What follows belongs to an exercise in optimizing a design on an open flow for small area, a short achievable clock period and few clock cycles per item; a production flow would make more cautious choices. Where RTL was checked, it was by simulation tests only, not by an equivalence proof against the original. Function not checked in runs 1 and 3: the RTL went through the layout flow alone.

--- run.sh ---
#!/bin/bash
# synth_recipe.tcl (not shown) runs the flow's synth.tcl, then flattens the netlist and writes it again
# the make line also repeats each setting of config.mk as NAME=value (left out here)
make -C /OpenROAD-flow-scripts/flow DESIGN_CONFIG=/design/flow/config.mk WORK_HOME=/design/flow/orfs CLKGATE_MAP_FILE= SYNTH_SCRIPT=/design/flow/synth_recipe.tcl finish
--- config.mk ---
export PLATFORM = sky130hd
export DESIGN_NAME = ascon128_stream
export DESIGN_NICKNAME = ascon128_stream
export VERILOG_FILES = /design/flow/design.v
export SDC_FILE = /design/flow/constraint.sdc
export NUM_CORES = 8
export LEC_CHECK = 0
export CAP_MARGIN = 20
export CORE_MARGIN = 2
export CORE_UTILIZATION = 40
export SLEW_MARGIN = 20
export SYNTH_HIERARCHICAL = 1
--- constraint.sdc ---
create_clock -name core_clock -period 10.0 [get_ports {clk}]
set_input_delay 2.0000 -clock core_clock [delete_from_list [all_inputs] [get_ports {clk}]]
set_output_delay 2.0000 -clock core_clock [all_outputs]
set_load 0.01 [all_outputs]
--- design.v ---
`timescale 1ns / 1ps
module ASCON_XOR2(input a, b, output y);
assign y = a ^ b;
endmodule
module ASCON_XNOR2(input a, b, output y);
assign y = ~(a ^ b);
endmodule
module ASCON_ORN(input a, b, output y);    
assign y = a | ~b;
endmodule
module ASCON_SBOX_COL(
input  [4:0] x,
output [4:0] y
);
wire a0, a2, a4;
wire n0, n1, n2, n3, n4;
wire c0, c1, c3;
ASCON_XOR2 ua0 (.a(x[0]), .b(x[4]), .y(a0));
ASCON_XOR2 ua2 (.a(x[2]), .b(x[1]), .y(a2));
ASCON_XOR2 ua4 (.a(x[4]), .b(x[3]), .y(a4));
ASCON_ORN  un0 (.a(x[1]), .b(a2),   .y(n0));
ASCON_ORN  un1 (.a(a2),   .b(x[3]), .y(n1));
ASCON_ORN  un2 (.a(x[3]), .b(a4),   .y(n2));
ASCON_ORN  un3 (.a(a4),   .b(a0),   .y(n3));
ASCON_ORN  un4 (.a(a0),   .b(x[1]), .y(n4));
ASCON_XNOR2 uc0 (.a(a0),   .b(n0), .y(c0));
ASCON_XNOR2 uc1 (.a(x[1]), .b(n1), .y(c1));
ASCON_XOR2  uc2 (.a(a2),   .b(n2), .y(y[2]));    
ASCON_XNOR2 uc3 (.a(x[3]), .b(n3), .y(c3));
ASCON_XNOR2 uc4 (.a(a4),   .b(n4), .y(y[4]));    
ASCON_XOR2  uy0 (.a(c0), .b(y[4]), .y(y[0]));
ASCON_XOR2  uy1 (.a(c1), .b(c0),   .y(y[1]));
ASCON_XNOR2 uy3 (.a(c3), .b(y[2]), .y(y[3]));    
endmodule
module ASCON_SBOX(
input  [63:0] Xark0, Xark1, Xark2, Xark3, Xark4,
output [63:0] Xsb0, Xsb1, Xsb2, Xsb3, Xsb4
);
genvar i;
generate
for (i = 0; i < 64; i = i + 1) begin : col
    ASCON_SBOX_COL s (
        .x({Xark4[i], Xark3[i], Xark2[i], Xark1[i], Xark0[i]}),
        .y({Xsb4[i], Xsb3[i], Xsb2[i], Xsb1[i], Xsb0[i]})
    );
end
endgenerate
endmodule
`timescale 1ns / 1ps
module ASCON_LIN(input [63:0] x, output [63:0] y);
parameter N1 = 0;
parameter N2 = 0;
wire [63:0] r1 = (x >> N1) | (x << (64 - N1));
wire [63:0] r2 = (x >> N2) | (x << (64 - N2));
wire [63:0] t;
genvar i;
generate
for (i = 0; i < 64; i = i + 1) begin : b
    ASCON_XOR2 x1 (.a(x[i]), .b(r1[i]), .y(t[i]));
    ASCON_XOR2 x2 (.a(t[i]), .b(r2[i]), .y(y[i]));
end
endgenerate
endmodule
module ASCON_ROUND_FUNCTION(
input  [63:0] Xi0, Xi1, Xi2, Xi3, Xi4,
input   [3:0] rnd,
output [63:0] Xo0, Xo1, Xo2, Xo3, Xo4
);
wire [63:0] s0, s1, s2, s3, s4;
ASCON_SBOX sbox (
    .Xark0(Xi0), .Xark1(Xi1), .Xark2(Xi2 ^ {56'b0, ~rnd, rnd}), .Xark3(Xi3), .Xark4(Xi4),
    .Xsb0(s0), .Xsb1(s1), .Xsb2(s2), .Xsb3(s3), .Xsb4(s4)
);
ASCON_LIN #(19, 28) l0 (.x(s0), .y(Xo0));
ASCON_LIN #(61, 39) l1 (.x(s1), .y(Xo1));
ASCON_LIN #( 1,  6) l2 (.x(s2), .y(Xo2));
ASCON_LIN #(10, 17) l3 (.x(s3), .y(Xo3));
ASCON_LIN #( 7, 41) l4 (.x(s4), .y(Xo4));
endmodule
`timescale 1ns / 1ps
module ASCON_NEXT(input w, s, r, z, i, output d);
assign d = ((w ? s : r) & ~z) ^ i;
endmodule
module ASCON_NEXT_K(input w, s, r, z, k, e, output d);
assign d = ((w ? s : r) & ~z) ^ (k & e);
endmodule
module ASCON_AO22(input a, b, c, e, output y);
assign y = (a & b) | (c & e);
endmodule
module ASCON_NEXT_0(input w, s, r, z, x, e, output d, o);
wire b = w ? s : r;
assign d = (b & ~z) ^ (x & e);
assign o = b ^ x;
endmodule
module ASCON_NEXT_0C(input w, s, r, z, x, e, c, output d, o);
wire b = w ? s : r;
assign d = (b & ~z) ^ ((x & e) | c);
assign o = b ^ x;
endmodule
`timescale 1ns / 1ps
module ascon128_stream #(
    parameter R = 1
)(
input          clk, rst,
input          start, enc,
input  [127:0] key, nonce,
input          in_valid,
output         in_ready,
input   [63:0] in_data,
input    [3:0] in_bytes,
input          in_ad,
output         out_valid,
output  [63:0] out_data,
output         tag_valid,
output [127:0] tag
);
localparam [3:0]  LAST = 12 - R;
localparam [63:0] IV   = 64'h80400c0600000000;
reg  [63:0] S0, S1, S2, S3, S4;
reg  [63:0] O;
reg        idle_q, rnd_q, init_q, fin_q, wait_q, tag_q, txt_q, enc_q;
reg        kst_q;      
reg  [3:0] cnt;
reg        rdy_q;      
reg        take_q;     
reg        ov_q;
reg        pend_q, ad_q, last_q;
reg  [7:0] m_q, pad_q;
wire [63:0] x0 [0:R];
wire [63:0] x1 [0:R];
wire [63:0] x2 [0:R];
wire [63:0] x3 [0:R];
wire [63:0] x4 [0:R];
assign x0[0] = S0;
assign x1[0] = S1;
assign x2[0] = S2;
assign x3[0] = S3;
assign x4[0] = S4;
genvar g;
generate
for (g = 0; g < R; g = g + 1) begin : rounds
    ASCON_ROUND_FUNCTION rf (
        .Xi0(x0[g]), .Xi1(x1[g]), .Xi2(x2[g]), .Xi3(x3[g]), .Xi4(x4[g]),
        .rnd(cnt + g[3:0]),
        .Xo0(x0[g+1]), .Xo1(x1[g+1]), .Xo2(x2[g+1]), .Xo3(x3[g+1]), .Xo4(x4[g+1])
    );
end
endgenerate
wire last_rnd = rnd_q & (cnt == LAST);
wire absorb   = take_q;
wire a_txt    = absorb & !ad_q;
wire a_fin    = a_txt & last_q;
wire a_dec    = a_txt & !enc_q;
wire e_key12  = a_fin | idle_q;                   
wire ds       = a_txt & !txt_q;                   
wire [7:0] e_byte    = m_q & {8{absorb}};         
wire [7:0] kill_byte = {8{idle_q}} | (m_q & {8{a_dec}});   
wire [7:0] pad_byte  = pad_q & {8{absorb}};       
wire [63:0] d0, d1, d2, d3, d4, o_d;
wire [63:0] inj3, inj4;
genvar i;
generate
for (i = 0; i < 64; i = i + 1) begin : bits
    localparam integer J = 7 - i / 8;             
    if ((i % 8 == 7) || IV[i]) begin : w0c
        wire c = ((i % 8 == 7) ? pad_byte[J] : 1'b0) | (IV[i] ? idle_q : 1'b0);
        ASCON_NEXT_0C n0 (.w(wait_q), .s(S0[i]), .r(x0[R][i]), .z(kill_byte[J]),
                          .x(in_data[i]), .e(e_byte[J]), .c(c), .d(d0[i]), .o(o_d[i]));
    end else begin : w0
        ASCON_NEXT_0  n0 (.w(wait_q), .s(S0[i]), .r(x0[R][i]), .z(kill_byte[J]),
                          .x(in_data[i]), .e(e_byte[J]), .d(d0[i]), .o(o_d[i]));
    end
    ASCON_NEXT_K n1 (.w(wait_q), .s(S1[i]), .r(x1[R][i]), .z(idle_q),
                     .k(key[64+i]), .e(e_key12), .d(d1[i]));
    ASCON_NEXT_K n2 (.w(wait_q), .s(S2[i]), .r(x2[R][i]), .z(idle_q),
                     .k(key[i]), .e(e_key12), .d(d2[i]));
    ASCON_AO22 k3 (.a(key[64+i]), .b(kst_q), .c(nonce[64+i]), .e(idle_q), .y(inj3[i]));
    ASCON_NEXT n3 (.w(wait_q), .s(S3[i]), .r(x3[R][i]), .z(idle_q), .i(inj3[i]), .d(d3[i]));
    ASCON_AO22 k4 (.a(key[i]), .b(kst_q), .c(nonce[i]), .e(idle_q), .y(inj4[i]));
    if (i == 0) begin : w4ds
        ASCON_NEXT n4 (.w(wait_q), .s(S4[i]), .r(x4[R][i]), .z(idle_q), .i(inj4[i] ^ ds), .d(d4[i]));
    end else begin : w4
        ASCON_NEXT n4 (.w(wait_q), .s(S4[i]), .r(x4[R][i]), .z(idle_q), .i(inj4[i]), .d(d4[i]));
    end
end
endgenerate
always @(posedge clk) begin
    S0 <= d0;
    S1 <= d1;
    S2 <= d2;
    S3 <= d3;
    S4 <= d4;
    O  <= o_d;
end
reg        idle_d, rnd_d, init_d, fin_d, wait_d, tag_d, txt_d, enc_d;
reg  [3:0] cnt_d;
always @(*) begin
    idle_d = idle_q;
    rnd_d  = rnd_q;
    init_d = init_q;
    fin_d  = fin_q;
    wait_d = wait_q;
    tag_d  = 1'b0;
    txt_d  = txt_q | a_txt;
    enc_d  = enc_q;
    cnt_d  = cnt + R[3:0];
    if (idle_q && start) begin
        idle_d = 1'b0;
        rnd_d  = 1'b1;
        init_d = 1'b1;
        fin_d  = 1'b0;
        txt_d  = 1'b0;
        enc_d  = enc;
        cnt_d  = 4'd0;
    end
    if (tag_q)
        idle_d = 1'b1;
    if (last_rnd) begin
        init_d = 1'b0;
        if (fin_q) begin
            rnd_d = 1'b0;
            tag_d = 1'b1;
        end else if (!absorb) begin
            rnd_d  = 1'b0;
            wait_d = 1'b1;
        end
    end
    if (absorb) begin
        wait_d = 1'b0;
        rnd_d  = 1'b1;
        fin_d  = a_fin;
        cnt_d  = a_fin ? 4'd0 : 4'd6;
    end
end
wire rdy_d  = wait_d | (rnd_d & !fin_d & (cnt_d == LAST));
wire kst_d  = rnd_d & (init_d | fin_d) & (cnt_d == LAST);
wire pend_d = in_valid & !(in_valid & take_q);
always @(posedge clk, posedge rst) begin
    if (rst) begin
        idle_q <= 1'b1;
        rnd_q  <= 1'b0;
        init_q <= 1'b0;
        fin_q  <= 1'b0;
        wait_q <= 1'b0;
        tag_q  <= 1'b0;
        txt_q  <= 1'b0;
        enc_q  <= 1'b0;
        kst_q  <= 1'b0;
        cnt    <= 4'd0;
        rdy_q  <= 1'b0;
        take_q <= 1'b0;
        ov_q   <= 1'b0;
        pend_q <= 1'b0;
    end else begin
        idle_q <= idle_d;
        rnd_q  <= rnd_d;
        init_q <= init_d;
        fin_q  <= fin_d;
        wait_q <= wait_d;
        tag_q  <= tag_d;
        txt_q  <= txt_d;
        enc_q  <= enc_d;
        kst_q  <= kst_d;
        cnt    <= cnt_d;
        rdy_q  <= rdy_d;
        take_q <= rdy_d & pend_d;
        ov_q   <= a_txt;
        pend_q <= pend_d;
    end
end
integer k;
always @(posedge clk) begin
    ad_q   <= in_ad;
    last_q <= !in_bytes[3];
    for (k = 0; k < 8; k = k + 1) begin
        m_q[k]   <= (k < in_bytes);
        pad_q[k] <= (k == in_bytes);
    end
end
assign in_ready  = take_q;
assign out_valid = ov_q;
assign out_data  = O;
assign tag_valid = tag_q;
assign tag       = {S3, S4};
endmodule
==> out/metrics.cfg, run 1 <==
[clock_tree]
clkLatencyLatePin_ns=0.63
ctsResizeCount=0
clockBufferDepth=3
hold_buffers=0
cts_tree=done
cts_made_buffers=51
clk_pin_slew_ns=0.05
clock-sinks=417
cts_root_buf=clkbuf_16
htreeDepth=2
cts_setup_buffers=0

[finish]
drive_gt1_frac=0.0337
area_delta_synth_final_pct=26.7
nets=4476
nFillCells=7846

[route]
drt_wl_total_mm=144
vias_per_cell=5.18
wl_per_cell_um=27.5
drc=0
drt_iter0_markers=2479
ant_nets=0
dr.pass1.iters=5
num_vias=27153

[timing]
slew_viol_final=0
min_period_over_period=0.410
rsz0062_at_grt=false
setup_tns_ns=0
setup_viol=0
hold_viol=0
skew_ns=0.0193
min_period_ns=4.10
fmax_mhz=244
relSlewSlack=0.115
tightest_slew_ns=1.32

[critical_path]
cpPeakStageDelay_ns=0.81
crit_path_top_delay_cell=dfrtp_1
cp-start-kind=flip-flop
endpoint_kind=primary output
cp_top_family=flip-flops
crit_type=flip-flop to primary output
cp.buffers_inverters=1
required_ns=8.00
arrival_ns=2.10
path_cells=clkdlybuf4s50_1
crit_fanout=23

[synthesis]
synth.yosys.warnings=7
synth-main-ff-cell=dfxtp_1
syn_inst=3528
synthArstFlopShare=0.0360
synth_top_cell_by_area=xor2_1
synth_common_cells=1158 x xor2_1, 581 x xnor2_1, 402 x dfxtp_1
ys_types=30
synth-seq-cells=417
synth-edff-count=0
synth_area_leaders=xor2_1 31%, dfxtp_1 25%, xnor2_1 16%, mux2i_1 9.9%, nand2b_1 6.2%
yosys.area.top_type_share=0.313
yosysMostFrequentCell=xor2_1
avgSynthCellArea_um2=9.19
syn-num-nets=3859
syn_area_um2=32400
seq_area_frac_synth=0.260

[grt]
antenna_found_initial=8
grt_remaining_overflow=0
grt_use_total=0.338
grt_pass1_wl_mm=201
grt_max_degree=92
grt_pass1_vias=26921

[run_status]
status=complete, no violations

[floorplanning]
initial_core_util=0.403
core_area_um2=80400
die_h_um=289
pin_count=525
dieWidth_um=289
dieArea_um2=83400
fp-row-count=104

[placement]
port-buffer-count=524
post-dp-hpwl_mm=119
finalWeightedCongestion=1.04

[job]
max-cap-violations=0

[worst_hold_path]
hold_path.class=flip-flop to flip-flop

-- cell usage in the layout, fill, tap and decap left out, types with 3 or more instances in the layout --
| cell | n |
|---|---|
| inv_1 | 10 |
| nand2_1 | 191 |
| xnor2_1 | 577 |
| xnor2_2 | 4 |
| dfxtp_1 | 402 |
| dfrtp_1 | 12 |
| o21ai_0 | 4 |
| a21o_1 | 10 |
| a22o_1 | 128 |
| clkinvlp_4 | 6 |
| clkbuf_1 | 10 |
| and2_1 | 15 |
| nand3_1 | 3 |
| a21oi_1 | 17 |
| clkdlybuf4s50_1 | 524 |
| mux2i_1 | 320 |
| nand2b_1 | 323 |
| xor2_1 | 1157 |
| clkinv_2 | 5 |
| clkbuf_16 | 51 |
| clkbuf_8 | 15 |
| nor2_1 | 332 |
| buf_4 | 42 |
-- worst paths after layout --
kind / depth (start not counted) / slack [ns] / endpoint / from
max: 1 / 5.90 / in_ready / take_q$_DFF_PP0_
min: 1 / 0.47 / idle_q$_DFFE_PP1P_ / tag_q$_DFF_PP0_
max reg2reg: 5 / 5.91 / S4[35]$_DFF_P_ / idle_q$_DFFE_PP1P_
min reg2reg: 1 / 0.47 / idle_q$_DFFE_PP1P_ / tag_q$_DFF_PP0_
max in group asynchronous: 2 / 7.85 / wait_q$_DFF_PP0_ / rst
min in group asynchronous: 2 / 1.73 / kst_q$_DFF_PP0_ / rst
-- layout make-up --
type	count	area, um^2	share of cell area
clock inverter	17	191	0.00466
multi-input combinational	3097	24000	0.584
timing repair buffer	567	5570	0.135
tap	1060	1330	0.0323
inverter	11	41.3	0.00100
clock buffer	76	1520	0.0370
antenna	1	2.50	0.0000609
sequential	417	8440	0.205
-- flip-flops by register name, indices dropped and copies added (netlist names) --
name and cells:
ad_q 1, idle_q 1, S1 64, S3 64, cnt 4, enc_q 1
tag_q 1, S2 64, pad_q 8, m_q 8, O 64, init_q 1
rnd_q 1, wait_q 1, txt_q 1, fin_q 1, S4 64, last_q 1
take_q 1, S0 64, ov_q 1, kst_q 1
-- per-layer routing --
layer	track usage	share of wire	routed length (um)	up-vias
met5	0	0.00065	94	-
met4	0.124	0.042	6060	14
met3	0.0585	0.078	11300	257
met2	0.559	0.46	66800	1092
met1	0.440	0.42	60300	13225
li1	-	-	-	12565
-- per-module statistics from Yosys, one instance, submodules excluded, a selection --
module | area, um^2 | flops+latches | times used | cells inside
ASCON_AO22 | 8.76 | 0 | 128 | 1
ASCON_XNOR2 | 8.76 | 0 | 320 | 1
ASCON_NEXT_0 | 35.0 | 0 | 51 | 5
ASCON_NEXT_0C | 36.3 | 0 | 13 | 5
ASCON_NEXT_K | 26.3 | 0 | 128 | 4
ASCON_XOR2 | 8.76 | 0 | 1024 | 1
ASCON_ROUND_FUNCTION | 70.1 | 0 | 1 | 8
ascon128_stream | 8970 | 417 | 1 | 512
ASCON_ORN | 6.26 | 0 | 320 | 1
ASCON_NEXT | 22.5 | 0 | 128 | 3
-- cells by family (layout without fill, tap and decap cells) --
kind of cell	after synthesis	in the layout	share of synthesized area
adder cells (fa/ha/maj)	1	1	0.000386
AND/OR/NAND/NOR	874	874	0.128
buffers and inverters	14	671	0.00162
AO/OA/AOI/OAI	162	162	0.0411
multiplexers	321	321	0.0991
XOR/XNOR	1739	1739	0.470
other	0	1	0
flip-flops	417	417	0.260
-- stage by stage --
| stage | util | area (um^2) | instances | setup slack (ns) | hold WS (ns) |
|---|---|---|---|---|---|
| after floorplan | - | 32400 | 3528 | 3.34 | 0.464 |
| after global placement | 0.489 | 39300 | 5151 | 6.05 | 0.461 |
| after detailed placement | 0.489 | 39300 | 5152 | 6.00 | 0.458 |
| after CTS | 0.511 | 41100 | 5245 | 5.89 | 0.472 |
| after global routing | 0.511 | 41100 | 5245 | 5.74 | 0.500 |
| final | 0.511 | 41100 | 5246 | 5.90 | 0.470 |
==> run 2, diff against run 1 <==
--- a/design.v
+++ b/design.v
@@ -98,6 +98,20 @@
 assign o = b ^ x;
 endmodule
 `timescale 1ns / 1ps
+module ASCON_CREG #(
+    parameter RV = 1'b0
+)(
+input      clk, rst, d,
+output reg q
+);
+always @(posedge clk, posedge rst) begin
+    if (rst)
+        q <= RV;
+    else
+        q <= d;
+end
+endmodule
+`timescale 1ns / 1ps
 module ascon128_stream #(
     parameter R = 1
 )(
@@ -119,7 +133,6 @@
 reg  [63:0] S0, S1, S2, S3, S4;
 reg  [63:0] O;
 reg        idle_q, rnd_q, init_q, fin_q, wait_q, tag_q, txt_q, enc_q;
-reg        kst_q;      
 reg  [3:0] cnt;
 reg        rdy_q;      
 reg        take_q;     
@@ -151,36 +164,56 @@
 wire a_txt    = absorb & !ad_q;
 wire a_fin    = a_txt & last_q;
 wire a_dec    = a_txt & !enc_q;
-wire e_key12  = a_fin | idle_q;                   
 wire ds       = a_txt & !txt_q;                   
 wire [7:0] e_byte    = m_q & {8{absorb}};         
-wire [7:0] kill_byte = {8{idle_q}} | (m_q & {8{a_dec}});   
+wire [7:0] kill_byte;                            
 wire [7:0] pad_byte  = pad_q & {8{absorb}};       
+localparam NC = 8;
+localparam NK = 4;
+wire [NC-1:0] z_c, w_c;
+wire [NK-1:0] kst_c, k12_c;
+wire idle_d, wait_d, kst_d, k12_d;
+genvar c;
+generate
+for (c = 0; c < NC; c = c + 1) begin : cz
+    ASCON_CREG #(.RV(1'b1)) rz (.clk(clk), .rst(rst), .d(idle_d), .q(z_c[c]));
+    ASCON_CREG #(.RV(1'b0)) rw (.clk(clk), .rst(rst), .d(wait_d), .q(w_c[c]));
+end
+for (c = 0; c < NK; c = c + 1) begin : ck
+    ASCON_CREG #(.RV(1'b0)) rk  (.clk(clk), .rst(rst), .d(kst_d), .q(kst_c[c]));
+    ASCON_CREG #(.RV(1'b1)) r12 (.clk(clk), .rst(rst), .d(k12_d), .q(k12_c[c]));
+end
+endgenerate
 wire [63:0] d0, d1, d2, d3, d4, o_d;
 wire [63:0] inj3, inj4;
 genvar i;
 generate
 for (i = 0; i < 64; i = i + 1) begin : bits
     localparam integer J = 7 - i / 8;             
+    localparam integer C = i / (64 / NC);         
+    localparam integer K = i / (64 / NK);         
+    if (i % 8 == 0) begin : kb
+        assign kill_byte[J] = z_c[C] | (m_q[J] & a_dec);
+    end
     if ((i % 8 == 7) || IV[i]) begin : w0c
-        wire c = ((i % 8 == 7) ? pad_byte[J] : 1'b0) | (IV[i] ? idle_q : 1'b0);
-        ASCON_NEXT_0C n0 (.w(wait_q), .s(S0[i]), .r(x0[R][i]), .z(kill_byte[J]),
+        wire c = ((i % 8 == 7) ? pad_byte[J] : 1'b0) | (IV[i] ? z_c[C] : 1'b0);
+        ASCON_NEXT_0C n0 (.w(w_c[C]), .s(S0[i]), .r(x0[R][i]), .z(kill_byte[J]),
                           .x(in_data[i]), .e(e_byte[J]), .c(c), .d(d0[i]), .o(o_d[i]));
     end else begin : w0
-        ASCON_NEXT_0  n0 (.w(wait_q), .s(S0[i]), .r(x0[R][i]), .z(kill_byte[J]),
+        ASCON_NEXT_0  n0 (.w(w_c[C]), .s(S0[i]), .r(x0[R][i]), .z(kill_byte[J]),
                           .x(in_data[i]), .e(e_byte[J]), .d(d0[i]), .o(o_d[i]));
     end
-    ASCON_NEXT_K n1 (.w(wait_q), .s(S1[i]), .r(x1[R][i]), .z(idle_q),
-                     .k(key[64+i]), .e(e_key12), .d(d1[i]));
-    ASCON_NEXT_K n2 (.w(wait_q), .s(S2[i]), .r(x2[R][i]), .z(idle_q),
-                     .k(key[i]), .e(e_key12), .d(d2[i]));
-    ASCON_AO22 k3 (.a(key[64+i]), .b(kst_q), .c(nonce[64+i]), .e(idle_q), .y(inj3[i]));
-    ASCON_NEXT n3 (.w(wait_q), .s(S3[i]), .r(x3[R][i]), .z(idle_q), .i(inj3[i]), .d(d3[i]));
-    ASCON_AO22 k4 (.a(key[i]), .b(kst_q), .c(nonce[i]), .e(idle_q), .y(inj4[i]));
+    ASCON_NEXT_K n1 (.w(w_c[C]), .s(S1[i]), .r(x1[R][i]), .z(z_c[C]),
+                     .k(key[64+i]), .e(k12_c[K]), .d(d1[i]));
+    ASCON_NEXT_K n2 (.w(w_c[C]), .s(S2[i]), .r(x2[R][i]), .z(z_c[C]),
+                     .k(key[i]), .e(k12_c[K]), .d(d2[i]));
+    ASCON_AO22 k3 (.a(key[64+i]), .b(kst_c[K]), .c(nonce[64+i]), .e(z_c[C]), .y(inj3[i]));
+    ASCON_NEXT n3 (.w(w_c[C]), .s(S3[i]), .r(x3[R][i]), .z(z_c[C]), .i(inj3[i]), .d(d3[i]));
+    ASCON_AO22 k4 (.a(key[i]), .b(kst_c[K]), .c(nonce[i]), .e(z_c[C]), .y(inj4[i]));
     if (i == 0) begin : w4ds
-        ASCON_NEXT n4 (.w(wait_q), .s(S4[i]), .r(x4[R][i]), .z(idle_q), .i(inj4[i] ^ ds), .d(d4[i]));
+        ASCON_NEXT n4 (.w(w_c[C]), .s(S4[i]), .r(x4[R][i]), .z(z_c[C]), .i(inj4[i] ^ ds), .d(d4[i]));
     end else begin : w4
-        ASCON_NEXT n4 (.w(wait_q), .s(S4[i]), .r(x4[R][i]), .z(idle_q), .i(inj4[i]), .d(d4[i]));
+        ASCON_NEXT n4 (.w(w_c[C]), .s(S4[i]), .r(x4[R][i]), .z(z_c[C]), .i(inj4[i]), .d(d4[i]));
     end
 end
 endgenerate
@@ -192,20 +225,20 @@
     S4 <= d4;
     O  <= o_d;
 end
-reg        idle_d, rnd_d, init_d, fin_d, wait_d, tag_d, txt_d, enc_d;
+reg        idle_n, rnd_d, init_d, fin_d, wait_n, tag_d, txt_d, enc_d;
 reg  [3:0] cnt_d;
 always @(*) begin
-    idle_d = idle_q;
+    idle_n = idle_q;
     rnd_d  = rnd_q;
     init_d = init_q;
     fin_d  = fin_q;
-    wait_d = wait_q;
+    wait_n = wait_q;
     tag_d  = 1'b0;
     txt_d  = txt_q | a_txt;
     enc_d  = enc_q;
     cnt_d  = cnt + R[3:0];
     if (idle_q && start) begin
-        idle_d = 1'b0;
+        idle_n = 1'b0;
         rnd_d  = 1'b1;
         init_d = 1'b1;
         fin_d  = 1'b0;
@@ -214,7 +247,7 @@
         cnt_d  = 4'd0;
     end
     if (tag_q)
-        idle_d = 1'b1;
+        idle_n = 1'b1;
     if (last_rnd) begin
         init_d = 1'b0;
         if (fin_q) begin
@@ -222,19 +255,23 @@
             tag_d = 1'b1;
         end else if (!absorb) begin
             rnd_d  = 1'b0;
-            wait_d = 1'b1;
+            wait_n = 1'b1;
         end
     end
     if (absorb) begin
-        wait_d = 1'b0;
+        wait_n = 1'b0;
         rnd_d  = 1'b1;
         fin_d  = a_fin;
         cnt_d  = a_fin ? 4'd0 : 4'd6;
     end
 end
+assign idle_d = idle_n;
+assign wait_d = wait_n;
 wire rdy_d  = wait_d | (rnd_d & !fin_d & (cnt_d == LAST));
-wire kst_d  = rnd_d & (init_d | fin_d) & (cnt_d == LAST);
+assign kst_d = rnd_d & (init_d | fin_d) & (cnt_d == LAST);
 wire pend_d = in_valid & !(in_valid & take_q);
+wire take_d = rdy_d & pend_d;
+assign k12_d = idle_d | (take_d & !in_ad & !in_bytes[3]);
 always @(posedge clk, posedge rst) begin
     if (rst) begin
         idle_q <= 1'b1;
@@ -245,7 +282,6 @@
         tag_q  <= 1'b0;
         txt_q  <= 1'b0;
         enc_q  <= 1'b0;
-        kst_q  <= 1'b0;
         cnt    <= 4'd0;
         rdy_q  <= 1'b0;
         take_q <= 1'b0;
@@ -260,10 +296,9 @@
         tag_q  <= tag_d;
         txt_q  <= txt_d;
         enc_q  <= enc_d;
-        kst_q  <= kst_d;
         cnt    <= cnt_d;
         rdy_q  <= rdy_d;
-        take_q <= rdy_d & pend_d;
+        take_q <= take_d;
         ov_q   <= a_txt;
         pend_q <= pend_d;
     end
==> flow/run.sh (new file) <==
#!/bin/bash
# The standard layout (standard.sh), with plain buffers (buf_1) on the
# ports instead of the default delay-cell buffers. Every port still gets
# its own buffer. The make output goes to standard.log.
set -euo pipefail
export BUFFER_PORTS_ARGS="-buffer_cell sky130_fd_sc_hd__buf_1"
bash standard.sh > standard.log 2>&1
==> standard.sh (new file) <==
#!/bin/bash
# synth_recipe.tcl (not shown) runs the flow's synth.tcl, then flattens the netlist and writes it again
# the make line also repeats each setting of config.mk as NAME=value (left out here)
make -C /OpenROAD-flow-scripts/flow DESIGN_CONFIG=/design/flow/config.mk WORK_HOME=/design/flow/orfs CLKGATE_MAP_FILE= SYNTH_SCRIPT=/design/flow/synth_recipe.tcl "${@:-finish}"
removed: run.sh
==> out/metrics.cfg, run 2 <==
[route]
ant_nets=0
wl_met3_mm=10.4
wl_per_cell_um=27.9
drt_iter0_markers=2649
vias_per_cell=5.20
drt_wl_total_mm=149
num_vias=27689
drc=0
wl_met1_mm=63.0
highest_layer=met5
wl_met2_mm=67.8
dr.pass1.iters=6

[synthesis]
synth_top_cell_by_area=xor2_1
synth_common_cells=1157 x xor2_1, 582 x xnor2_1, 402 x dfxtp_1
seq_area_frac_synth=0.272
ys_types=32
synth.yosys.warnings=9
synth-edff-count=0
syn-num-nets=3909
synth_area_leaders=xor2_1 31%, dfxtp_1 24%, xnor2_1 15%, mux2i_1 9.7%, nand2b_1 6.1%
synth-main-ff-cell=dfxtp_1
avgSynthCellArea_um2=9.26
syn_area_um2=33100
syn_inst=3578
synthArstFlopShare=0.0864
synth-seq-cells=440
yosys.area.top_type_share=0.306
yosysMostFrequentCell=xor2_1

[clock_tree]
hold_buffers=0
clockBufferDepth=3
clk_pin_slew_ns=0.06
cts_tree=done
ctsResizeCount=0
cts_made_buffers=53
cts_setup_buffers=0
clock-sinks=440
htreeDepth=2
clkLatencyLatePin_ns=0.63
cts_root_buf=clkbuf_16

[floorplanning]
pin_count=525
dieWidth_um=292
core_area_um2=82100
dieArea_um2=85200
initial_core_util=0.404
die_h_um=292
fp-row-count=105

[grt]
grt_max_degree=52
grt_remaining_overflow=0
grt_pass1_wl_mm=203
antenna_found_initial=11
grt_use_total=0.337
grt_pass1_vias=26702

[timing]
relSlewSlack=0.141
setup_viol=0
rsz0062_at_grt=false
min_period_over_period=0.389
skew_ns=0.0181
tightest_slew_ns=1.28
slew_viol_final=0
hold_viol=0
fmax_mhz=257
min_period_ns=3.89
setup_tns_ns=0

[placement]
port-buffer-count=524
post_dp_cell_area_um2=36900
finalWeightedCongestion=1.09
post-dp-hpwl_mm=122

[critical_path]
endpoint_kind=flip-flop
cp-start-kind=flip-flop
rr_worst_depth=9
crit_type=flip-flop to flip-flop
required_ns=10.55
arrival_ns=4.43
crit_fanout=5

[finish]
nFillCells=8242
design_area_um2=38700
mostFrequentLayoutCell=xor2_1
nets=4534
mostFrequentLayoutCells=1153 x xor2_1, 576 x xnor2_1, 524 x buf_1
drive_gt1_frac=0.0417
area_delta_synth_final_pct=16.7

[worst_hold_path]
hold_path.class=flip-flop to flip-flop
holdPathStages=2

[run_status]
status=complete, no violations

[job]
max-cap-violations=0

-- run 2: cell count changes after synthesis, sizes merged, moves of 2 or more --
cell | before | now
nand2b | 324 | 322
nand3b | 0 | 2
inv | 11 | 36
nor2 | 332 | 337
dfrtp | 14 | 25
o21a | 1 | 3
a21oi | 17 | 14
dfstp | 1 | 13
nand4 | 0 | 2
nand2 | 191 | 187
-- run 2: cell type report --
cell class | count | area, um^2 | area share
antenna | 5 | 12.5 | 0.000323
clock buffer | 69 | 1510 | 0.0390
clock inverter | 28 | 259 | 0.00669
inverter | 36 | 135 | 0.00349
multi-input combinational | 3099 | 24100 | 0.622
sequential | 440 | 9030 | 0.233
tap | 1070 | 1340 | 0.0346
timing repair buffer | 573 | 2350 | 0.0607
-- run 2: worst max-delay path, stage by stage, from the launching register on --
cell and delay (ns):
dfxtp_1 0.43, xor2_1 0.26, nand2b_1 0.12, xnor2_1 0.42
xor2_1 0.88, xor2_1 0.47, xor2_1 0.78, mux2i_1 0.15
nor2_1 0.15, xnor2_1 0.13
-- run 2: final timing paths --
| kind | startpoint | endpoint | slack (ns) |
|---|---|---|---|
| min in group asynchronous | rst | cz[6].rw.q$_DFF_PP0_ | 1.47 |
| max | S1[27]$_DFF_P_ | S1[27]$_DFF_P_ | 6.11 |
| max reg2reg | S1[27]$_DFF_P_ | S1[27]$_DFF_P_ | 6.11 |
| min reg2reg | txt_q$_DFF_PP0_ | txt_q$_DFF_PP0_ | 0.50 |
| max in group asynchronous | rst | enc_q$_DFFE_PP0P_ | 7.91 |
| min | txt_q$_DFF_PP0_ | txt_q$_DFF_PP0_ | 0.50 |
-- run 2: logic make-up after synthesis --
family,after synthesis,share of synthesized area
compound gates,162,0.0404
fa+ha+maj,1,0.000377
simple gates,876,0.126
mux,321,0.0970
flops,440,0.272
xor+xnor,1739,0.460
buf+inv,39,0.00442
-- run 2: layer usage --
metal | track usage | vias to the layer above
li1 | - | 12721
met1 | 0.441 | 13540
met2 | 0.547 | 1170
met3 | 0.0575 | 246
met4 | 0.145 | 12
met5 | 0 | -
-- run 2: per-stage QoR --
step           setup slack [ns]  hold slack [ns]  std cells   util
2_1_floorplan              7.14            0.463       3578      -
3_3_place_gp               5.80            0.473       5217  0.448
3_5_place_dp               6.27            0.492       5217  0.449
4_1_cts                    6.23            0.505       5314  0.470
5_1_grt                    6.11            0.526       5315  0.471
6_report                   6.11            0.500       5320  0.471
-- run 2: Yosys stat by module, one instance, submodules excluded, excerpt --
module | cell area (um^2) | flip-flops and latches
ascon128_stream | 8970 | 416
ASCON_ROUND_FUNCTION | 70.1 | 0
ASCON_NEXT_0C | 36.3 | 0
ASCON_NEXT_0 | 35.0 | 0
ASCON_NEXT_K | 26.3 | 0
ASCON_NEXT | 22.5 | 0
ASCON_AO22 | 8.76 | 0
ASCON_XNOR2 | 8.76 | 0
ASCON_XOR2 | 8.76 | 0
ASCON_ORN | 6.26 | 0
Testbench counts of run 2, summed over its fixed seeds: cycles 23,122, bytes 19,747.
==> run 3, diff against run 2 <==
--- a/design.v
+++ b/design.v
@@ -113,7 +113,7 @@
 endmodule
 `timescale 1ns / 1ps
 module ascon128_stream #(
-    parameter R = 1
+    parameter R = 2
 )(
 input          clk, rst,
 input          start, enc,
==> out/metrics.cfg, run 3 <==
[critical_path]
endpoint_kind=flip-flop
arrival_ns=7.55
crit_type=flip-flop to flip-flop
required_ns=10.58
crit_fanout=4
cp-start-kind=flip-flop

[finish]
nFillCells=11317
mostFrequentLayoutCells=2132 x xor2_1, 821 x xnor2_1, 644 x nand2b_1
multiInputGateArea_um2=39000
design_area_um2=55800
area_delta_synth_final_pct=18.7
mostFrequentLayoutCell=xor2_1
nets=6394
regArea_um2=9030
final_util=0.480
layout.cells.non_filler=7647
drive_gt1_frac=0.0811

[placement]
finalWeightedCongestion=1.16
dp_cells=7529
post_dp_cell_area_um2=53700
dpl_worst_slack_ns=3.57
post-dp-hpwl_mm=250
port-buffer-count=524

[timing]
min_period_ns=6.98
skew_ns=0.0353
hold_viol=0
tightest_slew_ns=1.34
rsz0062_at_grt=false
slew_viol_final=0
worst_slack_ns=3.02
setup_tns_ns=0
setup_viol=0
fmax_mhz=143
hold_slack_ns=0.495
relSlewSlack=0.102
min_period_over_period=0.698

[synthesis]
avgSynthCellArea_um2=8.96
synth_area_leaders=xor2_1 41%, dfxtp_1 17%, xnor2_1 17%, nand2b_1 8.6%, mux2i_1 6.8%
yosysMostFrequentCell=xor2_1
syn_inst=5250
synth_common_cells=2186 x xor2_1, 905 x xnor2_1, 644 x nand2b_1
synth-edff-count=0
ys_types=34
syn-num-nets=5583
synth-seq-cells=440
syn_area_um2=47000
synth.yosys.warnings=9
synth-main-ff-cell=dfxtp_1
synthArstFlopShare=0.0864
seq_area_frac_synth=0.192
synth_top_cell_by_area=xor2_1
yosys.area.top_type_share=0.407

[grt]
grt_max_degree=52
grt_use_total=0.460
grt_pass1_vias=39730
grt_pass1_wl_mm=367
antenna_found_initial=27
grt_remaining_overflow=0

[clock_tree]
htreeDepth=2
clockBufferDepth=3
clkLatencyLatePin_ns=0.67
cts_root_buf=clkbuf_16
ctsResizeCount=0
cts_tree=done
hold_buffers=0
clock-sinks=440
cts_setup_buffers=0
clk_pin_slew_ns=0.06
cts_made_buffers=53

[route]
num_vias=41662
vias_per_cell=5.45
ant_nets=0
drt_iter0_markers=4780
drc=0
drt_wl_total_mm=286
dr.pass1.iters=5
wl_per_cell_um=37.4

[run_status]
status=complete, no violations

[floorplanning]
pin_count=525
die_h_um=347
dieWidth_um=347
initial_core_util=0.404
dieArea_um2=120000
core_area_um2=116000
fp-row-count=125

[worst_hold_path]
hold_path.class=flip-flop to flip-flop

[job]
max-cap-violations=0

## run 3: changes by cell type after synthesis, moves of 2 or more
cell / change
xor2_1: +1029
nand4_1: -2
nand2b_1: +322
ha_1: +2
xnor2_1: +323
a21o_1: -2
o21a_1: -2
## run 3: metal layers
| metal | global-route usage | wire (um) | vias up |
|---|---|---|---|
| li1 | - | - | 18081 |
| met1 | 0.580 | 116000 | 20584 |
| met2 | 0.680 | 120000 | 2363 |
| met3 | 0.109 | 25800 | 610 |
| met4 | 0.341 | 24200 | 24 |
| met5 | 0 | 174 | - |
## run 3: path summary, 6_finish.rpt
path	cells after the start	slack (ns)	startpoint	to
min reg2reg	1	0.50	init_q$_DFF_PP0_	init_q$_DFF_PP0_
max in group asynchronous	3	7.87	rst	idle_q$_DFF_PP1_
max reg2reg	16	3.02	S4[10]$_DFF_P_	S0[36]$_DFF_P_
min in group asynchronous	3	1.49	rst	cz[3].rw.q$_DFF_PP0_
max	16	3.02	S4[10]$_DFF_P_	S0[36]$_DFF_P_
min	1	0.50	init_q$_DFF_PP0_	init_q$_DFF_PP0_
## run 3: per-module statistics from Yosys (local to each module, per instance), a selection
module | area (um^2) | flops+latches | times used
ASCON_NEXT | 22.5 | 0 | 128
ASCON_ROUND_FUNCTION | 70.1 | 0 | 2
ASCON_XNOR2 | 8.76 | 0 | 640
ASCON_AO22 | 8.76 | 0 | 128
ASCON_ORN | 6.26 | 0 | 640
ascon128_stream | 9020 | 416 | 1
ASCON_NEXT_0C | 36.3 | 0 | 13
ASCON_XOR2 | 8.76 | 0 | 2048
ASCON_NEXT_K | 26.3 | 0 | 128
ASCON_NEXT_0 | 35.0 | 0 | 51
## run 3: cell type report
class                   instances  area share
clock buffers                  76      0.0282
repair buffers                758      0.0670
flip-flops and latches        440       0.162
clock inverters                22     0.00731
diodes                         19    0.000852
inverters                      37     0.00249
multi-input cells            4771       0.698
well taps                    1524      0.0342
## run 3: cell families (layout without fill, tap and decap cells)
family	Yosys count	count (layout)	share of synthesized area
adder cells (fa/ha/maj)	3	3	0.000798
buffers and inverters	39	893	0.00311
AND/OR/NAND/NOR	1193	1193	0.131
other	0	19	0
multiplexers	321	321	0.0683
flip-flops	440	440	0.192
XOR/XNOR	3092	3092	0.576
AO/OA/AOI/OAI	162	162	0.0290
## run 3: critical path: stages, from the launching register on
cell	delay [ns]
dfxtp_1	0.46
xor2_1	0.29
nand2b_1	0.17
xnor2_1	0.13
buf_4	0.23
xor2_1	0.89
xor2_1	0.24
xor2_1	0.58
xor2_1	0.23
nand2b_1	0.22
xnor2_1	0.65
xor2_1	0.96
xor2_1	0.41
xor2_1	0.84
mux2i_1	0.26
nor2_1	0.18
xnor2_1	0.13
==> run 4, diff against run 3 <==
--- a/design.v
+++ b/design.v
@@ -113,7 +113,7 @@
 endmodule
 `timescale 1ns / 1ps
 module ascon128_stream #(
-    parameter R = 2
+    parameter R = 1
 )(
 input          clk, rst,
 input          start, enc,
--- a/config.mk
+++ b/config.mk
@@ -7,6 +7,6 @@
 export LEC_CHECK = 0
 export CAP_MARGIN = 20
 export CORE_MARGIN = 2
-export CORE_UTILIZATION = 40
+export CORE_UTILIZATION = 60
 export SLEW_MARGIN = 20
 export SYNTH_HIERARCHICAL = 1
==> out/metrics.cfg, run 4 <==
[critical_path]
critPathMostFrequentCell=xor2_1
path_cells=xor2_1 -> nand2b_1 -> xnor2_1 -> xor2_1 -> xor2_1 -> xor2_1 -> mux2i_1 -> nor2_1 -> xnor2_1
crit_type=flip-flop to flip-flop
cp-start-kind=flip-flop
endpoint_kind=flip-flop
cp.buffers_inverters=0
crit_fanout=5
arrival_ns=4.37
crit_path_top_delay_cell=xor2_1
required_ns=10.55
cp_top_family=XOR/XNOR gates
cpPeakStageDelay_ns=0.79

[route]
drc=0
drt_iter0_markers=2808
ant_nets=0
num_vias=28084
drt_wl_total_mm=134
wl_per_cell_um=27.1
dr.pass1.iters=7
vias_per_cell=5.69

[clock_tree]
htreeDepth=2
clkLatencyLatePin_ns=0.63
cts_setup_buffers=0
hold_buffers=0
cts_made_buffers=49
clock-sinks=440
cts_root_buf=clkbuf_16
clockBufferDepth=3
ctsResizeCount=0
cts_tree=done
clk_pin_slew_ns=0.06

[placement]
post-dp-hpwl_mm=109
port-buffer-count=524
dp_cells=4841
finalWeightedCongestion=1.10
dpl_worst_slack_ns=6.36

[synthesis]
seq_area_frac_synth=0.272
synth_top_cell_by_area=xor2_1
synth_common_cells=1157 x xor2_1, 582 x xnor2_1, 402 x dfxtp_1
synth-main-ff-cell=dfxtp_1
yosysMostFrequentCell=xor2_1
synth-seq-cells=440
ys_types=32
syn_area_um2=33100
syn_inst=3578
syn-num-nets=3909
synth_area_leaders=xor2_1 31%, dfxtp_1 24%, xnor2_1 15%, mux2i_1 9.7%, nand2b_1 6.1%
yosys.area.top_type_share=0.306
avgSynthCellArea_um2=9.26
synthArstFlopShare=0.0864
synth-edff-count=0
synth.yosys.warnings=9

[timing]
hold_viol=0
min_period_over_period=0.382
fmax_mhz=262
setup_tns_ns=0
setup_viol=0
tightest_slew_ns=1.36
rsz0062_at_grt=false
skew_ns=0.0209
slew_viol_final=0
worst_slack_ns=6.18
min_period_ns=3.82
relSlewSlack=0.0896

[floorplanning]
initial_core_util=0.604
fp-row-count=86
die_h_um=239
pin_count=525
dieArea_um2=57100
core_area_um2=54900
dieWidth_um=239

[grt]
grt_pass1_wl_mm=186
antenna_found_initial=9
grt_pass1_vias=26565
grt_max_degree=52
grt_use_total=0.457
grt_remaining_overflow=0

[finish]
drive_gt1_frac=0.0348
final_util=0.692
layout.cells.non_filler=4934
mostFrequentLayoutCells=1156 x xor2_1, 579 x xnor2_1, 524 x buf_1
nets=4519
area_delta_synth_final_pct=14.6
mostFrequentLayoutCell=xor2_1

[job]
max-cap-violations=0

[run_status]
status=complete, no violations

[worst_hold_path]
hold_path.class=flip-flop to flip-flop

run 4: per-module statistics from Yosys (local to each module, per instance), a selection:
module                cells  flops+latches
ASCON_XNOR2               1              0
ASCON_XOR2                1              0
ASCON_AO22                1              0
ASCON_NEXT                3              0
ASCON_ROUND_FUNCTION      8              0
ASCON_NEXT_0C             5              0
ASCON_NEXT_K              4              0
run 4: final timing paths:
| kind | startpoint | to | slack [ns] | depth (start not counted) |
|---|---|---|---|---|
| max | S1[24]$_DFF_P_ | S1[27]$_DFF_P_ | 6.18 | 9 |
| max in group asynchronous | rst | take_q$_DFF_PP0_ | 7.92 | 3 |
| min | txt_q$_DFF_PP0_ | txt_q$_DFF_PP0_ | 0.50 | 2 |
| min in group asynchronous | rst | ck[3].rk.q$_DFF_PP0_ | 1.46 | 3 |
| max reg2reg | S1[24]$_DFF_P_ | S1[27]$_DFF_P_ | 6.18 | 9 |
| min reg2reg | txt_q$_DFF_PP0_ | txt_q$_DFF_PP0_ | 0.50 | 2 |
run 4: final cells by class:
class,count,area (um^2)
inverters,36,135
multi-input cells,3099,24000
clock buffers,73,1440
fillers,4681,16900
flip-flops and latches,440,9030
well taps,704,881
repair buffers,562,2250
clock inverters,17,240
diodes,3,7.51
run 4: kinds of logic (layout without fill, tap and decap cells):
logic type	count (synthesis)	count (layout)	synth area share
other	0	3	0
buffers and inverters	39	688	0.00442
adder cells (fa/ha/maj)	1	1	0.000377
XOR/XNOR	1739	1739	0.460
AO/OA/AOI/OAI	162	162	0.0404
flip-flops	440	440	0.272
AND/OR/NAND/NOR	876	876	0.126
multiplexers	321	321	0.0970
run 4: metal layers:
metal	global-route usage	vias up	part of all wire
met1	0.581	13471	0.39
met5	0	-	0.00067
li1	-	12684	-
met3	0.108	408	0.10
met4	0.272	14	0.071
met2	0.702	1507	0.43
run 4: worst reg2reg max path: stages, from the launching register on:
cell	delay, ns
dfxtp_1	0.41
xor2_1	0.30
nand2b_1	0.11
xnor2_1	0.63
xor2_1	0.79
xor2_1	0.50
xor2_1	0.59
mux2i_1	0.15
nor2_1	0.14
xnor2_1	0.12
run 4: stage by stage:
stage / area [um^2] / hold WS [ns]
finish: 38000 / 0.496
global route: 38000 / 0.544
CTS: 38000 / 0.502
detailed placement: 36300 / 0.488
global placement: 36300 / 0.479
floorplan: 33100 / 0.463
Testbench counts of run 4, summed over its fixed seeds: cycles 23,122, bytes 19,747.
==> run 5, diff against run 4 <==
--- a/config.mk
+++ b/config.mk
@@ -7,6 +7,7 @@
 export LEC_CHECK = 0
 export CAP_MARGIN = 20
 export CORE_MARGIN = 2
-export CORE_UTILIZATION = 60
-export SLEW_MARGIN = 20
+export CORE_UTILIZATION = 40
+export GPL_TIMING_DRIVEN = 1
+export SLEW_MARGIN = 50
 export SYNTH_HIERARCHICAL = 1
==> out/metrics.cfg, run 5 <==
[synthesis]
synthArstFlopShare=0.0864
avgSynthCellArea_um2=9.26
synth-main-ff-cell=dfxtp_1
synth_area_leaders=xor2_1 31%, dfxtp_1 24%, xnor2_1 15%, mux2i_1 9.7%, nand2b_1 6.1%
synth-seq-cells=440
synth.yosys.warnings=9
yosys.area.top_type_share=0.306
syn_area_um2=33100
syn_inst=3578
ys_types=32
synth_common_cells=1157 x xor2_1, 582 x xnor2_1, 402 x dfxtp_1
synth-edff-count=0
synth_top_cell_by_area=xor2_1
yosysMostFrequentCell=xor2_1
seq_area_frac_synth=0.272
syn-num-nets=3909

[route]
drt_wl_total_mm=149
drc=0
vias_per_cell=5.19
dr.pass1.iters=5
num_vias=27644
ant_nets=0
wl_per_cell_um=28.0
drt_iter0_markers=2478

[placement]
post-dp-hpwl_mm=123
post_dp_cell_area_um2=38200
dpl_worst_slack_ns=6.61
finalWeightedCongestion=1.09
dp_cells=5218
port-buffer-count=524

[grt]
grt_remaining_overflow=0
grt_max_degree=52
grt_pass1_wl_mm=205
antenna_found_initial=8
grt_use_total=0.340
grt_pass1_vias=26937

[clock_tree]
cts_root_buf=clkbuf_16
clock-sinks=440
htreeDepth=2
clkLatencyLatePin_ns=0.62
clk_pin_slew_ns=0.06
cts_setup_buffers=0
ctsResizeCount=0
hold_buffers=0
cts_made_buffers=54
cts_tree=done
clockBufferDepth=3

[timing]
tightest_slew_ns=0.821
setup_tns_ns=0
relSlewSlack=0.450
skew_ns=0.0215
hold_viol=0
rsz0062_at_grt=false
setup_viol=0
min_period_ns=3.60
fmax_mhz=277
worst_slack_ns=6.40
min_period_over_period=0.360
slew_viol_final=0

[critical_path]
crit_type=flip-flop to flip-flop
arrival_ns=4.15
required_ns=10.54
rr_worst_depth=9
crit_fanout=5
endpoint_kind=flip-flop
crit_path_top_delay_cell=xor2_1
path_cells=xor2_1 -> nand2b_1 -> xnor2_1 -> xor2_1 -> xor2_1 -> xor2_2 -> mux2i_1 -> nor2_1 -> xnor2_1
critPathMostFrequentCell=xor2_1
cp.buffers_inverters=0
cp_top_family=XOR/XNOR gates
crit_cells=9
cpPeakStageDelay_ns=0.64
cp-start-kind=flip-flop

[floorplanning]
dieWidth_um=292
core_area_um2=82100
dieArea_um2=85200
die_h_um=292
initial_core_util=0.404
fp-row-count=105
pin_count=525

[finish]
drive_gt1_frac=0.0868
design_area_um2=40300
nets=4535
mostFrequentLayoutCell=xor2_1
layout.cells.non_filler=5323
mostFrequentLayoutCells=1049 x xor2_1, 524 x buf_1, 493 x xnor2_1
area_delta_synth_final_pct=21.6

[run_status]
status=complete, no violations

[worst_hold_path]
holdPathStages=2
hold_path.class=flip-flop to flip-flop

[job]
max-cap-violations=0

-- run 5: per-stage QoR --
| step | util | hold slack [ns] |
|---|---|---|
| floorplan | - | 0.463 |
| global route | 0.491 | 0.527 |
| finish | 0.491 | 0.495 |
| detailed placement | 0.465 | 0.490 |
| CTS | 0.489 | 0.503 |
| global placement | 0.448 | 0.473 |
-- run 5: worst reg2reg max path: cells and delay by family, from the launching register on --
kind             cells  cell delay, ns
AND/OR/NAND/NOR      2            0.28
XOR/XNOR             6            2.62
multiplexers         1            0.20
flip-flops           1            0.43
-- run 5: layout make-up --
class                      count  area (um^2)
clock inverter                37          433
clock buffer                  64         1480
multi-input combinational   3099        25500
sequential                   440         9070
tap                         1070         1340
fill                        7982        41800
inverter                      36          135
antenna                        4         10.0
timing repair buffer         573         2360
-- run 5: per-layer routing --
metal  vias up  share of wire  GRT usage
li1      12634              -          -
met2      1117           0.46      0.552
met5         -        0.00040          0
met4         8          0.047      0.140
met3       233          0.070     0.0520
met1     13652           0.42      0.450
-- run 5: final timing paths --
path,from,endpoint,slack [ns]
max,S1[37]$_DFF_P_,S0[37]$_DFF_P_,6.40
min,txt_q$_DFF_PP0_,txt_q$_DFF_PP0_,0.50
max reg2reg,S1[37]$_DFF_P_,S0[37]$_DFF_P_,6.40
min reg2reg,txt_q$_DFF_PP0_,txt_q$_DFF_PP0_,0.50
max in group asynchronous,rst,idle_q$_DFF_PP1_,7.91
min in group asynchronous,rst,cz[7].rw.q$_DFF_PP0_,1.49
-- run 5: modules after synthesis, one instance, submodules excluded, a selection --
module / area, um^2 / flip-flops and latches
ascon128_stream: 8970 / 416
ASCON_ROUND_FUNCTION: 70.1 / 0
ASCON_NEXT_0: 35.0 / 0
ASCON_NEXT_0C: 36.3 / 0
ASCON_NEXT_K: 26.3 / 0
ASCON_AO22: 8.76 / 0
ASCON_ORN: 6.26 / 0
ASCON_XOR2: 8.76 / 0
ASCON_XNOR2: 8.76 / 0
ASCON_NEXT: 22.5 / 0
-- run 5: logic make-up after synthesis --
kind of cell | Yosys count | synth area share
XOR/XNOR | 1739 | 0.460
AND/OR/NAND/NOR | 876 | 0.126
flip-flops | 440 | 0.272
multiplexers | 321 | 0.0970
AO/OA/AOI/OAI | 162 | 0.0404
buffers and inverters | 39 | 0.00442
adder cells (fa/ha/maj) | 1 | 0.000377
==> run 6, diff against run 5 <==
--- a/config.mk
+++ b/config.mk
@@ -8,6 +8,7 @@
 export CAP_MARGIN = 20
 export CORE_MARGIN = 2
 export CORE_UTILIZATION = 40
-export GPL_TIMING_DRIVEN = 1
+export CTS_BUF_LIST = sky130_fd_sc_hd__clkbuf_8
+export CTS_CLUSTER_SIZE = 30
 export SLEW_MARGIN = 50
 export SYNTH_HIERARCHICAL = 1
==> out/metrics.cfg, run 6 <==
[synthesis]
synth_mux_area_frac=0.0970
synthAdderAreaFrac=0.000377
yosys.area.top_type_share=0.306
avgSynthCellArea_um2=9.26
synth_top_cell_by_area=xor2_1
synth.yosys.warnings=9
synth_top_family_by_area=XOR/XNOR gates
synth_area_leaders=xor2_1 31%, dfxtp_1 24%, xnor2_1 15%, mux2i_1 9.7%, nand2b_1 6.1%
yosysMostFrequentCell=xor2_1
synthArstFlopShare=0.0864
synth_compound_area_frac=0.0404
synthXorXnorAreaFrac=0.460
synth-edff-count=0
synthSimpleGateAreaFrac=0.126
synth_common_cells=1157 x xor2_1, 582 x xnor2_1, 402 x dfxtp_1
syn_area_um2=33100
syn-num-nets=3909
seq_area_frac_synth=0.272
syn_inst=3578
ys_types=32
synth-main-ff-cell=dfxtp_1
synth-seq-cells=440

[route]
num_vias=27802
ant_nets=0
drc=0
drt_wl_total_mm=149
dr.pass1.iters=5
vias_per_cell=5.17
drt_iter0_markers=2635
wl_per_cell_um=27.7

[timing]
tightest_slew_ns=0.837
rsz0062_at_grt=false
min_period_ns=3.57
hold_viol=0
setup_viol=0
setup_tns_ns=0
slew_viol_final=0
fmax_mhz=280
relSlewSlack=0.440
min_period_over_period=0.357
skew_ns=0.0415

[critical_path]
r2r-start=S1[37]$_DFF_P_
arrival_ns=4.23
endpoint_kind=flip-flop
crit_type=flip-flop to flip-flop
rr_worst_depth=9
r2r_end=S0[37]$_DFF_P_
crit_fanout=5
required_ns=10.66
reg2reg_slack_ns=6.43
cp-start-kind=flip-flop

[run_status]
status=complete, no violations

[floorplanning]
initial_core_util=0.404
dieArea_um2=85200
die_h_um=292
fp-row-count=105
dieWidth_um=292
core_area_um2=82100
pin_count=525

[clock_tree]
clockBufferDepth=3
clk_pin_slew_ns=0.06
hold_buffers=0
cts_made_buffers=85
cts_root_buf=clkbuf_8
htreeDepth=3
ctsResizeCount=0
clkLatencyLatePin_ns=0.74
cts_tree=done
cts_setup_buffers=0
clock-sinks=440

[job]
max-cap-violations=0

[worst_hold_path]
hold_path.class=flip-flop to flip-flop
hold_start=txt_q$_DFF_PP0_
min_to=txt_q$_DFF_PP0_
holdPathStages=2

[grt]
grt_remaining_overflow=0
grt_max_degree=52
antenna_found_initial=13
grt_pass1_wl_mm=205
grt_use_total=0.341
grt_pass1_vias=27225

[finish]
nets=4567
mostFrequentLayoutCell=xor2_1
drive_gt1_frac=0.0951
area_delta_synth_final_pct=21.7
mostFrequentLayoutCells=1049 x xor2_1, 524 x buf_1, 493 x xnor2_1

[placement]
port-buffer-count=524
post-dp-hpwl_mm=123
finalWeightedCongestion=1.09

run 6: stage by stage:
| step | worst slack (ns) | hold WS [ns] | util | area [um^2] | cells |
|---|---|---|---|---|---|
| 3_5_place_dp | 6.61 | 0.490 | 0.465 | 38200 | 5218 |
| 6_report | 6.43 | 0.495 | 0.491 | 40300 | 5379 |
| 3_3_place_gp | 5.80 | 0.473 | 0.448 | 36800 | 5217 |
| 5_1_grt | 6.32 | 0.527 | 0.491 | 40300 | 5373 |
| 4_1_cts | 6.47 | 0.502 | 0.488 | 40100 | 5369 |
| 2_1_floorplan | 7.14 | 0.463 | - | 33100 | 3578 |
run 6: kinds of logic after synthesis:
logic type	count (synthesis)
adders and majority gates	1
muxes	321
AOI/OAI and AO/OA	162
DFF	440
buffers and inverters	39
xor gates and xnor gates	1739
and+or+nand+nor	876
run 6: critical path: stages, from the launching register on:
cell,delay [ns]
dfxtp_1,0.43
xor2_1,0.34
nand2b_1,0.12
xnor2_1,0.59
xor2_1,0.67
xor2_1,0.40
xor2_2,0.47
mux2i_1,0.20
nor2_1,0.15
xnor2_1,0.12
run 6: cell type report:
class,instances,area (um^2)
fillers,8040,41800
multi-input cells,3099,25500
flip-flops and latches,440,9060
repair buffers,574,2380
clock buffers,114,1570
well taps,1070,1340
clock inverters,37,318
inverters,36,135
diodes,9,22.5
run 6: worst max-delay path by stage:
| stage | cells past startpoint | end | start |
|---|---|---|---|
| finish | 9 | S0[37]$_DFF_P_ | S1[37]$_DFF_P_ |
| global route | 9 | S0[37]$_DFF_P_ | S1[37]$_DFF_P_ |
| CTS | 1 | tag[112] | S3[48]$_DFF_P_ |
| detailed placement | 9 | S0[37]$_DFF_P_ | S1[37]$_DFF_P_ |
| global placement | 9 | S0[46]$_DFF_P_ | S4[46]$_DFF_P_ |
| floorplan | 4 | ck[0].rk.q$_DFF_PP0_ | start |
run 6: Yosys stat by module, one instance, submodules excluded, a selection:
module,flops+latches,cells inside,area [um^2],copies in the design
ASCON_AO22,0,1,8.76,128
ASCON_NEXT_0,0,5,35.0,51
ASCON_NEXT_K,0,4,26.3,128
ascon128_stream,416,514,8970,1
ASCON_XOR2,0,1,8.76,1024
ASCON_NEXT_0C,0,5,36.3,13
ASCON_XNOR2,0,1,8.76,320
run 6: layer usage:
metal	up-vias	track usage	share of wire
met2	1207	0.547	0.45
met3	274	0.0599	0.074
met4	8	0.163	0.051
li1	12700	-	-
met5	-	0	0.00031
met1	13613	0.445	0.42
==> run 7, diff against run 6 <==
--- a/config.mk
+++ b/config.mk
@@ -8,7 +8,5 @@
 export CAP_MARGIN = 20
 export CORE_MARGIN = 2
 export CORE_UTILIZATION = 40
-export CTS_BUF_LIST = sky130_fd_sc_hd__clkbuf_8
-export CTS_CLUSTER_SIZE = 30
-export SLEW_MARGIN = 50
+export SLEW_MARGIN = 70
 export SYNTH_HIERARCHICAL = 1
==> out/metrics.cfg, run 7 <==
[timing]
skew_ns=0.0249
setup_viol=0
hold_viol=0
min_period_ns=3.42
min_period_over_period=0.342
slew_viol_final=0
hold_slack_ns=0.502
fmax_mhz=293
tightest_slew_ns=0.506
rsz0062_at_grt=false
relSlewSlack=0.662
setup_tns_ns=0

[finish]
mostFrequentLayoutCells=847 x xor2_1, 524 x buf_1, 407 x xnor2_1
mostFrequentLayoutCell=xor2_1
nets=4722
drive_gt1_frac=0.193
regArea_um2=9070
nFillCells=7482
layout.cells.non_filler=5511
multiInputGateArea_um2=29300
area_delta_synth_final_pct=37.5

[critical_path]
crit_cells=1
cp_top_family=flip-flops
cp.buffers_inverters=1
crit_type=flip-flop to primary output
crit_path_top_delay_cell=dfxtp_1
crit_fanout=6
arrival_ns=1.42
reg2reg_slack_ns=6.73
rr_worst_depth=10
required_ns=8.00
cp-start-kind=flip-flop
path_cells=buf_1
cpPeakStageDelay_ns=0.49
endpoint_kind=primary output

[synthesis]
syn-num-nets=3909
syn_area_um2=33100
syn_inst=3578
synthArstFlopShare=0.0864
yosys.area.top_type_share=0.306
synth_top_cell_by_area=xor2_1
synth-edff-count=0
synth_area_leaders=xor2_1 31%, dfxtp_1 24%, xnor2_1 15%, mux2i_1 9.7%, nand2b_1 6.1%
ys_types=32
synth_common_cells=1157 x xor2_1, 582 x xnor2_1, 402 x dfxtp_1
avgSynthCellArea_um2=9.26
synth-seq-cells=440
yosysMostFrequentCell=xor2_1
synth.yosys.warnings=9
seq_area_frac_synth=0.272
synth-main-ff-cell=dfxtp_1

[clock_tree]
clock-sinks=440
clockBufferDepth=3
cts_root_buf=clkbuf_16
cts_setup_buffers=0
cts_tree=done
hold_buffers=0
clk_pin_slew_ns=0.06
cts_made_buffers=55
clkLatencyLatePin_ns=0.64
ctsResizeCount=0
htreeDepth=2

[route]
drt_wl_total_mm=153
ant_nets=0
wl_per_cell_um=27.7
num_vias=28732
drc=0
dr.pass1.iters=5
drt_iter0_markers=2655
vias_per_cell=5.21

[grt]
grt_pass1_wl_mm=211
grt_remaining_overflow=0
grt_use_total=0.349
grt_pass1_vias=28309
grt_max_degree=52
antenna_found_initial=11

[floorplanning]
core_area_um2=82100
pin_count=525
fp-row-count=105
die_h_um=292
dieWidth_um=292
initial_core_util=0.404
dieArea_um2=85200

[placement]
dp_cells=5399
post-dp-hpwl_mm=127
finalWeightedCongestion=1.09
port-buffer-count=524

[worst_hold_path]
hold_path.class=flip-flop to flip-flop
holdPathStages=2

[run_status]
status=complete, no violations

[job]
max-cap-violations=0

==> run 7: cell counts after synthesis <==
Identical to the previous run, type by type.
==> run 7: worst paths after layout <==
| check | startpoint | to |
|---|---|---|
| worst max-delay path | S3[48]$_DFF_P_ | tag[112] |
| worst min-delay path | txt_q$_DFF_PP0_ | txt_q$_DFF_PP0_ |
| worst max register to register | cnt[3]$_DFF_PP0_ | S0[3]$_DFF_P_ |
| worst min register to register | txt_q$_DFF_PP0_ | txt_q$_DFF_PP0_ |
| max in group asynchronous | rst | idle_q$_DFF_PP1_ |
| min in group asynchronous | rst | ck[1].rk.q$_DFF_PP0_ |
==> run 7: cell families after synthesis <==
kind of cell | synth area share
muxes | 0.0970
AOI/OAI and AO/OA | 0.0404
DFF | 0.272
xor gates and xnor gates | 0.460
adders and majority gates | 0.000377
and+or+nand+nor | 0.126
buffers and inverters | 0.00442
==> run 7: per-stage QoR <==
stage	worst slack [ns]	area (um^2)	utilization
CTS	6.58	44800	0.546
floorplan	7.14	33100	-
global placement	5.80	36800	0.448
global route	6.52	45500	0.555
detailed placement	6.84	43000	0.523
finish	6.58	45600	0.555
==> run 7: modules after synthesis (local to each module, per instance), excerpt <==
module | cells inside | cell area [um^2] | times used | flops+latches
ASCON_NEXT | 3 | 22.5 | 128 | 0
ASCON_NEXT_0 | 5 | 35.0 | 51 | 0
ASCON_AO22 | 1 | 8.76 | 128 | 0
ASCON_XNOR2 | 1 | 8.76 | 320 | 0
ASCON_NEXT_K | 4 | 26.3 | 128 | 0
ASCON_NEXT_0C | 5 | 36.3 | 13 | 0
ascon128_stream | 514 | 8970 | 1 | 416
ASCON_ROUND_FUNCTION | 8 | 70.1 | 1 | 0
ASCON_XOR2 | 1 | 8.76 | 1024 | 0
ASCON_ORN | 1 | 6.26 | 320 | 0
==> run 7: cell type report <==
| type | count | area share |
|---|---|---|
| multi-input cells | 3099 | 0.644 |
| flip-flops and latches | 440 | 0.199 |
| repair buffers | 759 | 0.0835 |
| clock buffers | 65 | 0.0317 |
| well taps | 1070 | 0.0294 |
| clock inverters | 36 | 0.00928 |
| inverters | 36 | 0.00297 |
| diodes | 6 | 0.000330 |
==> run 7: layer usage <==
metal  vias up  track usage  routed length (um)
li1      12853            -                   -
met2      1281        0.557               69300
met5         -            0                  40
met1     14284        0.455               62600
met3       308       0.0608               11900
met4         6        0.172                8780

afterwards: timing with drivers on the ports:
The results above use ideal ports. As a check the final layouts listed here were re-extracted and re-timed, cells and wires unchanged. Step 1: set_driving_cell puts a clkbuf_16 on clk and a buf_2 on each other input, an assumption about the parent block. Step 2, shift: input delay + t, output delay - t, t = (earliest + latest rising clock arrival at the registers) / 2. This alone moves slack from input paths to output paths. Three values: ideal ports, drivers, drivers and shift; two values: the first two.
run	t (ns)	setup slack, ns	hold WS [ns]	latest minus earliest clock arrival (ns)	worst register clock-pin slew, ns
run 1	0.684	5.903 / 5.839 / 5.911	0.470 / 0.470 / 0.470	0.019 / 0.019	0.07 / 0.07
run 2	0.694	6.114 / 6.114 / 6.114	0.500 / 0.500 / 0.500	0.020 / 0.020	0.07 / 0.07
run 3	0.736	3.024 / 3.024 / 3.024	0.495 / 0.495 / 0.495	0.035 / 0.035	0.07 / 0.07
run 4	0.690	6.180 / 6.180 / 6.180	0.496 / 0.496 / 0.496	0.021 / 0.021	0.08 / 0.08
run 5	0.686	6.396 / 6.396 / 6.396	0.495 / 0.495 / 0.495	0.022 / 0.022	0.07 / 0.07
run 6	0.782	6.433 / 6.399 / 6.433	0.495 / 0.495 / 0.495	0.042 / 0.042	0.07 / 0.07
run 7	0.700	6.583 / 6.509 / 6.730	0.502 / 0.502 / 0.502	0.026 / 0.026	0.07 / 0.07
After both steps setup and hold are still met in every run listed.
